Context: an optimization exercise on an open-source flow, tuned for small area, a short achievable clock period and few clock cycles. The choices shown serve that exercise and are no tape-out recipe. Only simulation tests tie the RTL to the original design; equivalence was not proved. Power figures rest on the tool's default switching activity, not on a simulated workload.

try-willow:
// fact_machine_wrapper
module fact_machine_wrapper(
    input logic rst, go, clk,
    input logic [31:0] n,
    output logic [31:0] result,
    output logic done
    );
Size in the first run: roughly 240 cells after synthesis, roughly 0.0017 mm² of cells after synthesis.
Settings: LEC_CHECK=0, ABC_AREA=1, CAP_MARGIN=20, CORE_MARGIN=2, CORE_UTILIZATION=25, SETUP_SLACK_MARGIN=3.3, SLEW_MARGIN=20; clock period 5.0 ns.
standard.sh (not shown) runs the stock make flow with config.mk's settings and CLKGATE_MAP_FILE= SYNTH_SCRIPT=/design/flow/synth_recipe.tcl, a recipe that flattens the netlist after the stock synthesis.
==> flow/flow/run.sh <==
#!/bin/bash
# The standard layout, with a plain buf_1 as each port's buffer.
set -euo pipefail
export BUFFER_PORTS_ARGS="-buffer_cell sky130_fd_sc_hd__buf_1"
bash standard.sh > standard.log 2>&1
Testbench counts of try-willow, summed over its fixed seeds: cycles 960.
Changes in try-pepper relative to try-willow:
- ABC_AREA removed (was 1)
- SETUP_SLACK_MARGIN removed (was 3.3)
==> flow/flow/run.sh <==
#!/bin/bash
# The standard layout, with two changes:
#  - the combinational logic of the standard synthesis is re-synthesised for
#    area (flow/resyn.tcl, ABC script flow/resyn.scr); flip-flops are kept as
#    the standard synthesis made them;
#  - each port's buffer is a plain buf_1.
# Each tool's output goes to a log of its own in this folder.
set -euo pipefail
W=$(pwd)
R=$W/orfs/results/sky130hd/fact_machine_wrapper/base
export BUFFER_PORTS_ARGS="-buffer_cell sky130_fd_sc_hd__buf_1"
bash standard.sh $R/1_2_yosys.v > standard_synth.log 2>&1
cp $R/1_2_yosys.v $W/standard_1_2_yosys.v
YOSYS=${YOSYS_EXE:-$(dirname "$FLOW_HOME")/tools/install/yosys/bin/yosys}
LIB=$FLOW_HOME/platforms/sky130hd/lib/sky130_fd_sc_hd__tt_025C_1v80.lib \
IN=$W/standard_1_2_yosys.v OUT=$W/resyn.v TOP=$FLOW_TOP ABCSCRIPT=$W/flow/resyn.scr \
  $YOSYS -c $W/flow/resyn.tcl > resyn.log 2>&1
cp $W/resyn.v $R/1_2_yosys.v
bash standard.sh > standard.log 2>&1
==> flow/flow/resyn.scr (new file) <==
strash
collapse
sop
fx
strash
balance -l
 resub -K 6 -l
 rewrite -l
 resub -K 6 -N 2 -l
 refactor -l
 resub -K 8 -l
 balance -l
 resub -K 8 -N 2 -l
 rewrite -l
 resub -K 10 -l
 rewrite -z -l
 resub -K 10 -N 2 -l
 balance -l
 resub -K 12 -l
 refactor -z -l
 resub -K 12 -N 2 -l
 rewrite -z -l
 balance -l
&get -n
&st
&if -g -K 6
&synch2
&if -g -K 6
&synch2
&put
dch -f
map -D 700
topo
stime -p
==> flow/flow/resyn.tcl (new file) <==
# Re-synthesise the combinational logic of the standard synthesis netlist for
# area, keeping every flip-flop instance (name, cell type, connections).
yosys -import
set lib $::env(LIB)
read_liberty -ignore_miss_func -ignore_miss_dir $lib
read_verilog $::env(IN)
hierarchy -top $::env(TOP)
set ffs {}
foreach c [split [string trim [exec grep -oE {sky130_fd_sc_hd__[a-z0-9_]+} $::env(IN)]] "\n"] {
  if {[regexp {__(e?dfxtp|dfrtp|dfstp|dfbbp|sdf|dlx|dlrtp|edfxbp|dfxbp)} $c] && [lsearch $ffs $c] < 0} { lappend ffs $c }
}
puts "flip-flop cells kept: $ffs"
setattr -mod -set keep_hierarchy 1 {*}$ffs
flatten
foreach m $ffs { blackbox $m }
opt_clean -purge
abc -liberty $lib -script $::env(ABCSCRIPT)
read_liberty -lib -nooverwrite $lib
splitnets
opt_clean -purge
hilomap -singleton -hicell sky130_fd_sc_hd__conb_1 HI -locell sky130_fd_sc_hd__conb_1 LO
insbuf -buf sky130_fd_sc_hd__buf_4 A X
yosys rename -hide w:*.*
opt_clean -purge
tee -o $::env(OUT).stat stat -liberty $lib
check -assert -mapped
write_verilog -noattr -nohex -nodec $::env(OUT)
[summary]
Having completed the whole flow, try-pepper delivered a layout that passed the timing, design-rule and antenna checks. try-pepper ended up with a lower post-detailed-placement cell area than try-willow did. Post-synthesis instance total (lower): try-pepper. try-willow has a higher die area than try-pepper. try-pepper vs try-willow — internal power component climbed by a few percent. Comparing netlist area before placement for try-pepper and try-willow, the smaller number came from try-pepper. Effective utilization at floorplan: try-pepper vs try-willow — no meaningful difference. On routed wire length, the lower figure sits with try-pepper, not try-willow.
The inputs of try-delta differ from those of try-pepper as listed below.
-- flow/flow/resyn.scr --
<<< try-pepper, line 22
 rewrite -z -l
 balance -l
&get -n
&st
&if -g -K 6
&synch2
&if -g -K 6
&synch2
&put
dch -f
map -D 700
topo
stime -p
>>> try-delta, line 22
 rewrite -z -l
 balance -l
dch -f
map -a
Findings:
try-delta | stages: all done | timing, DRC, antenna: all pass
Per the comparison of try-delta with try-pepper, clock-buffer cell count increased 2; number of search-and-repair iterations in the first detailed-routing pass down 1.
STATUS worst-case clock skew: try-delta wins against try-pepper
Between try-delta and try-pepper, the power dissipated in sequential cells figures differ only marginally.
Setup slack for try-delta: 0.33 ns down relative to try-pepper
try-pepper → try-delta: multi-input combinational area share fell by 4.3 points; ratio of routed vias to standard cells shows a reduction of 0.31; wire length on met3 fell 58 µm.
try-delta does worse than try-pepper on final critical path time including I/O delays and setup.
The following lists how try-harbor was set up differently from try-delta:
- ABC_AREA newly set to 1
- SETUP_SLACK_MARGIN newly set to 3.2
Notes after the runs:
- try-harbor against try-delta: switching fraction of total power rose by 0.26 points; post-route cell area rose by 61 µm².
- Higher power per unit of standard cell area goes to try-delta over try-harbor.
- try-harbor vs. try-delta: layout clock buffer count went up by 1.
- Looking only at number of fillers in the final layout, and setting everything else aside, the higher value of try-delta and try-harbor goes to try-delta.
- The lower total met3 wirelength after detailed routing of try-delta and try-harbor is in try-delta.
- The top achievable clock speed of try-harbor was superior to that of try-delta.
- On try-harbor: multi-input combinational cell count is 1 higher than what try-delta gave.
Here is what was changed in the inputs of try-juniper compared with try-harbor.
- clearing ABC_AREA, which used to be 1
- clearing SETUP_SLACK_MARGIN, which used to be 3.2
==> flow/flow/run.sh <==
#!/bin/bash
# The standard layout, with a plain buf_1 as each port's buffer.
set -euo pipefail
export BUFFER_PORTS_ARGS="-buffer_cell sky130_fd_sc_hd__buf_1"
bash standard.sh > standard.log 2>&1
removed: flow/flow/resyn.scr
removed: flow/flow/resyn.tcl
Notes after the runs:
Per the final summary, try-juniper finished and its layout is clean on timing, DRC and antenna. The detailed-route vias per instance reported for try-juniper is greater than that of try-harbor by about 3.5%. Synthesized area per cell: higher on try-juniper. On power attributed to sequential cells: between try-harbor and try-juniper, it ends up lower for try-harbor. Via count of the first global-routing pass grows by a little under 10% when moving from try-harbor to try-juniper. Per the comparison of try-juniper with try-harbor, fraction of the core area covered by cells at the end of the flow dropped 4.0 points; total power climbed about 6%.
Setup changes, try-juniper to try-sierra
- an added ABC_AREA of 1
[summary]
For try-juniper and try-sierra, there was not a single run that failed to finish clean. Going from try-juniper to try-sierra, area share of and/or/nand/nor cells after synthesis went up, cell area saw a decrease, worst setup slack after layout climbed 0.25 ns. Going from try-juniper to try-sierra, worst max-slew margin expressed relative to the limit went up by 8.2 points; count of cells along the worst register-to-register path went up by 2; wire length went up by 130 µm; sequential element share of the synthesized area went up by 3.8 points; clock period minus worst slack went down by 0.25 ns. Cmp try-juniper and try-sierra / non-clock buffer instance count of the final layout / lower: try-sierra. Total power draw, try-sierra vs try-juniper: down by a few percent.

-- re-timing with driven ports --
In the flow no input, the clock included, has a driving cell. The finished layouts below were timed again as built, in two steps. Step 1: set_driving_cell puts a clkbuf_16 on clk and a buf_2 on each other input, an assumption about the parent block. Step 2 moves the port delays by t, midway between the first and last clock arrival at a register: inputs arrive t later, outputs are due t later. That takes back most of the time a late clock gives input paths. Slacks: ideal ports / drivers / drivers and shift; pairs: ideal ports / drivers.
run	t, ns	setup WS [ns]	hold WS [ns]	worst register clock-pin slew, ns	worst data-port slew with drivers (ns)
try-willow	0.324	3.263 / 3.236 / 3.156	0.471 / 0.471 / 0.471	0.07 / 0.07	0.03
try-pepper	0.317	2.918 / 2.918 / 2.821	0.483 / 0.483 / 0.483	0.08 / 0.08	0.03
try-delta	0.315	2.592 / 2.592 / 2.428	0.477 / 0.477 / 0.477	0.07 / 0.07	0.03
try-harbor	0.308	3.081 / 3.085 / 2.777	0.458 / 0.458 / 0.458	0.07 / 0.07	0.03
try-juniper	0.309	2.966 / 2.973 / 2.664	0.485 / 0.485 / 0.485	0.07 / 0.07	0.03
try-sierra	0.317	3.219 / 3.191 / 3.046	0.476 / 0.476 / 0.476	0.07 / 0.07	0.03
After both steps setup and hold are still met in every run listed. For try-harbor, which loses most, drivers alone change the setup slack by +0.004 ns; drivers and shift together by -0.304 ns.
